What follows belongs to an exercise in optimizing a design on an open flow for small area, a short achievable clock period and few clock cycles per item; a production flow would make more cautious choices. Only simulation tests tie the RTL to the original design; equivalence was not proved.

==> flow/design.v <==
module DIV #(
    parameter W  = 16,       
    parameter SH = 2         
)(
    input  [W-1:0]   m,
    input            yo,     
    input  [W-1:0]   x,
    input  [W-1:0]   y,
    input  [2*W-1:0] u,
    input  [2*W-1:0] v,
    output [W-1:0]   xn,
    output [W-1:0]   yn,
    output [2*W-1:0] un,
    output [2*W-1:0] vn
);
    wire xo   = |(x & m);
    wire both = xo & yo;
    wire [W-1:0] bx = ~(y & {W{both}});
    wire [W-1:0] by = ~(x & {W{both}});
    wire [W:0]   cx, cy;
    wire [W-1:0] dx, dy;
    assign cx[0] = 1'b1;
    assign cy[0] = 1'b1;
    genvar i;
    generate
        for (i = 0; i < W; i++) begin : sub
            assign dx[i]   = x[i] ^ bx[i] ^ cx[i];
            assign cx[i+1] = (x[i] & bx[i]) | (cx[i] & (x[i] ^ bx[i]));
            assign dy[i]   = y[i] ^ by[i] ^ cy[i];
            assign cy[i+1] = (y[i] & by[i]) | (cy[i] & (y[i] ^ by[i]));
        end
    endgenerate
    wire swap = xo & (~yo | ~cx[W]);
    wire [W-1:0]   d = swap ? dy : dx;       
    wire [2*W-1:0] w = swap ? v : u;         
    wire t = (SH > 1) && ~|(d & (m << 1));
    assign xn = t ? d >> 2 : d >> 1;
    assign un = t ? w << 2 : w << 1;
    assign yn = swap ? x : y;
    wire [2*W-1:0] ua = u & {2*W{xo}};
    wire [2*W:0]   cs;
    assign cs[0] = 1'b0;
    generate
        for (i = 0; i < 2*W; i++) begin : add
            assign vn[i]    = v[i] ^ ua[i] ^ cs[i];
            assign cs[i+1] = (v[i] & ua[i]) | (cs[i] & (v[i] ^ ua[i]));
        end
    endgenerate
endmodule
module LCM #(
    parameter DATA_WIDTH = 16
)(
    input                       clk,
    input                       rst_n,
    input                       en,
    input  [DATA_WIDTH-1:0]     a,
    input  [DATA_WIDTH-1:0]     b,
    output                      valid,
    output [DATA_WIDTH*2-1:0]   gcd,
    output [DATA_WIDTH*2-1:0]   lcm
);
    localparam W  = DATA_WIDTH;
    localparam NS = 3;               
    reg en_q, busy, valid_r;
    reg [W-1:0]   x, y;
    reg [2*W-1:0] u, v;
    wire start = en & ~en_q;
    wire load  = ~busy | valid_r;
    wire [W-1:0] o = x | y;
    wire [W-1:0] m;
    wire [W:0]   seen;               
    assign seen[0] = 1'b0;
    genvar j;
    generate
        for (j = 0; j < W; j++) begin : low
            assign m[j]      = o[j] & ~seen[j];
            assign seen[j+1] = o[j] | seen[j];
        end
    endgenerate
    wire [W-1:0]   xs [NS+1];
    wire [W-1:0]   ys [NS+1];
    wire [2*W-1:0] us [NS+1];
    wire [2*W-1:0] vs [NS+1];
    assign xs[0] = x;
    assign ys[0] = y;
    assign us[0] = u;
    assign vs[0] = v;
    genvar i;
    generate
        for (i = 0; i < NS; i++) begin : step
            DIV #(.W(W)) u_step (
                .m (m),
                .yo(i == 0 ? |(y & m) : 1'b1),
                .x (xs[i]), .y (ys[i]), .u (us[i]), .v (vs[i]),
                .xn(xs[i+1]), .yn(ys[i+1]), .un(us[i+1]), .vn(vs[i+1])
            );
        end
    endgenerate
    always_ff @(posedge clk, negedge rst_n) begin
        if (!rst_n) begin
            en_q    <= 1'b0;
            busy    <= 1'b0;
            valid_r <= 1'b0;
        end else begin
            en_q    <= en;
            busy    <= start | (busy & ~valid_r);
            valid_r <= busy & ~valid_r & ~|xs[NS];
        end
    end
    always_ff @(posedge clk) begin
        if (load) begin
            x <= a;
            y <= b;
            u <= {{W{1'b0}}, b};
            v <= '0;
        end else begin
            x <= xs[NS];
            y <= ys[NS];
            u <= us[NS];
            v <= vs[NS];
        end
    end
    assign valid = valid_r;
    assign gcd   = {{W{1'b0}}, y};
    assign lcm   = v;
endmodule
export LEC_CHECK = 0
export ABC_AREA = 1
export CAP_MARGIN = 20
export CORE_MARGIN = 2
export CORE_UTILIZATION = 40
export SLEW_MARGIN = 20
create_clock -name core_clock -period 240.0 [get_ports {clk}]
run.sh (not shown) runs the stock make flow with config.mk's settings and CLKGATE_MAP_FILE= SYNTH_SCRIPT=/design/flow/synth_recipe.tcl, a recipe that flattens the netlist after the stock synthesis.
Testbench counts at the start, summed over its fixed seeds: cycles 9,814, items 1,600.
Next try:
--- a/flow/design.v
+++ b/flow/design.v
@@ -60,7 +60,7 @@
     output [DATA_WIDTH*2-1:0]   lcm
 );
     localparam W  = DATA_WIDTH;
-    localparam NS = 3;               
+    localparam NS = 2;               
     reg en_q, busy, valid_r;
     reg [W-1:0]   x, y;
     reg [2*W-1:0] u, v;
- via count drops by 27%
- non-clock buffer count drops by 5
- setup slack gains 76 ps
- routed wire length drops by 29%
- area after synthesis drops by 24%
Testbench counts after the change, summed over its fixed seeds: cycles 13,518, items 1,600.

Setup of JK:
Starts from the design.v that is shown in full above.
==> flow/config.mk <==
export PLATFORM = sky130hd
export DESIGN_NAME = LCM
export DESIGN_NICKNAME = LCM
export VERILOG_FILES = /design/flow/design.v
export SDC_FILE = /design/flow/constraint.sdc
export NUM_CORES = 4
export LEC_CHECK = 0
export ABC_AREA = 1
export CAP_MARGIN = 20
export CORE_MARGIN = 2
export CORE_UTILIZATION = 40
export SLEW_MARGIN = 20
==> flow/constraint.sdc <==
create_clock -name core_clock -period 240.0 [get_ports {clk}]
set_input_delay 48.0000 -clock core_clock [delete_from_list [all_inputs] [get_ports {clk}]]
set_output_delay 48.0000 -clock core_clock [all_outputs]
set_load 0.01 [all_outputs]
standard.sh (not shown) runs the stock make flow with config.mk's settings and CLKGATE_MAP_FILE= SYNTH_SCRIPT=/design/flow/synth_recipe.tcl, a recipe that flattens the netlist after the stock synthesis.
==> flow/flow/run.sh <==
#!/bin/bash
# Own layout flow: the standard synthesis, then ABC re-maps the
# combinational logic for area (registers and adder cells untouched), then
# the standard ORFS flow from floorplan to finish, with plain buf_1 port
# buffers. Each tool writes its full output to a log here.
set -euo pipefail
HERE=$(pwd)
R=$HERE/orfs/results/$FLOW_PLATFORM/LCM/base
LIB=$FLOW_HOME/platforms/$FLOW_PLATFORM/lib/sky130_fd_sc_hd__tt_025C_1v80.lib

bash standard.sh synth > log_synth.txt 2>&1

# combinational cells as logic, for ABC to map again
python3 flow/genmap.py "$LIB" comb_map.v > log_genmap.txt 2>&1
DU=$(make -s -C "$FLOW_HOME" DESIGN_CONFIG="$HERE/config.mk" WORK_HOME="$HERE/orfs" print-DONT_USE_CELLS 2>/dev/null | sed -n 's/^DONT_USE_CELLS: //p')
DUARGS=""
for c in $DU; do DUARGS="$DUARGS -dont_use $c"; done
cp "$R/1_2_yosys.v" "$HERE/std_synth.v"
cat > remap.ys <<E2
read_liberty -lib $LIB
read_verilog $HERE/std_synth.v
hierarchy -top $FLOW_TOP
techmap -map $HERE/comb_map.v
techmap
opt -fast
abc -script $HERE/flow/area.abc -liberty $LIB $DUARGS -D 240000
opt_clean -purge
hilomap -singleton -hicell sky130_fd_sc_hd__conb_1 HI -locell sky130_fd_sc_hd__conb_1 LO
splitnets
opt_clean -purge
tee -o $HERE/remap_stat.txt stat -liberty $LIB
check -assert -mapped
write_verilog -noattr -nohex -nodec $HERE/remap.v
E2
yosys -s remap.ys > log_remap.txt 2>&1
cp remap.v "$R/1_2_yosys.v"
touch "$R/1_2_yosys.v"

export BUFFER_PORTS_ARGS="-buffer_cell sky130_fd_sc_hd__buf_1"
bash standard.sh finish > log_finish.txt 2>&1
Other scripts of this flow, unchanged in this note and not shown: flow/flow/area.abc, flow/flow/genmap.py
Testbench counts of JK, summed over its fixed seeds: cycles 9,814, items 1,600.
--- input diff JK..MS ---
-- flow/design.v --
<<< JK, line 61
);
    localparam W  = DATA_WIDTH;
    localparam NS = 3;               
    reg en_q, busy, valid_r;
    reg [W-1:0]   x, y;
>>> MS, line 61
);
    localparam W  = DATA_WIDTH;
    localparam NS = 4;               
    reg en_q, busy, valid_r;
    reg [W-1:0]   x, y;
[summary]
Clock-cell share of area ends up lower on MS. Going from JK to MS, final worst setup slack went down; share of cell area taken by multi-input logic gates went up 3.1 points; aggregate routed wire length increased 4900 um. Relative to JK, the number of global-route vias before repair of MS is higher by 848. Compared with JK, in MS overall die area rose by 4400 sq um, design area rose by 13%, instance area after placement rose about 13%. Final cycle utilization of the critical path in MS is 0.68 points higher than in JK. Clock buffer instance count of the final layout, JK and MS: lower on JK. A worst setup path category of register to register is what MS shows, while register to output pin belongs to JK. Global-route usage sits lower in MS than in JK.
Testbench counts of MS, summed over its fixed seeds: cycles 7,949, items 1,600.

-- separate check: timing with driven ports --
No port has a modelled driver above. Below, the same layouts with a new extraction and two added sets of constraints.
Step 1 sets driving cells, clkbuf_16 on the clock port and buf_2 on the other inputs (assumed; they add their load-dependent delay and slew).
Step 2 times the ports against the registers' clock, not the clock port: input delays grow and output delays shrink by t, the midpoint of the rising clock arrivals with the driver on.
Slacks: no drivers / after step 1 / after step 2; pairs: no drivers / after step 1.
| run | t (ns) | setup WS [ns] | latest minus earliest clock arrival (ns) | worst data-port slew with drivers (ns) | pins driven straight from the clock port |
|---|---|---|---|---|---|
| the first run of note 1 | 0.430 | 190.468 / 190.414 / 190.844 | 0.016 / 0.016 | 0.07 | 1 |
| the second run of note 1 | 0.398 | 190.544 / 190.500 / 190.898 | 0.010 / 0.010 | 0.06 | 1 |
| JK | 0.421 | 190.896 / 190.845 / 191.267 | 0.013 / 0.013 | 0.04 | 1 |
| MS | 0.425 | 189.267 / 189.267 / 189.267 | 0.020 / 0.020 | 0.04 | 1 |
After both steps setup and hold are still met in every run listed.
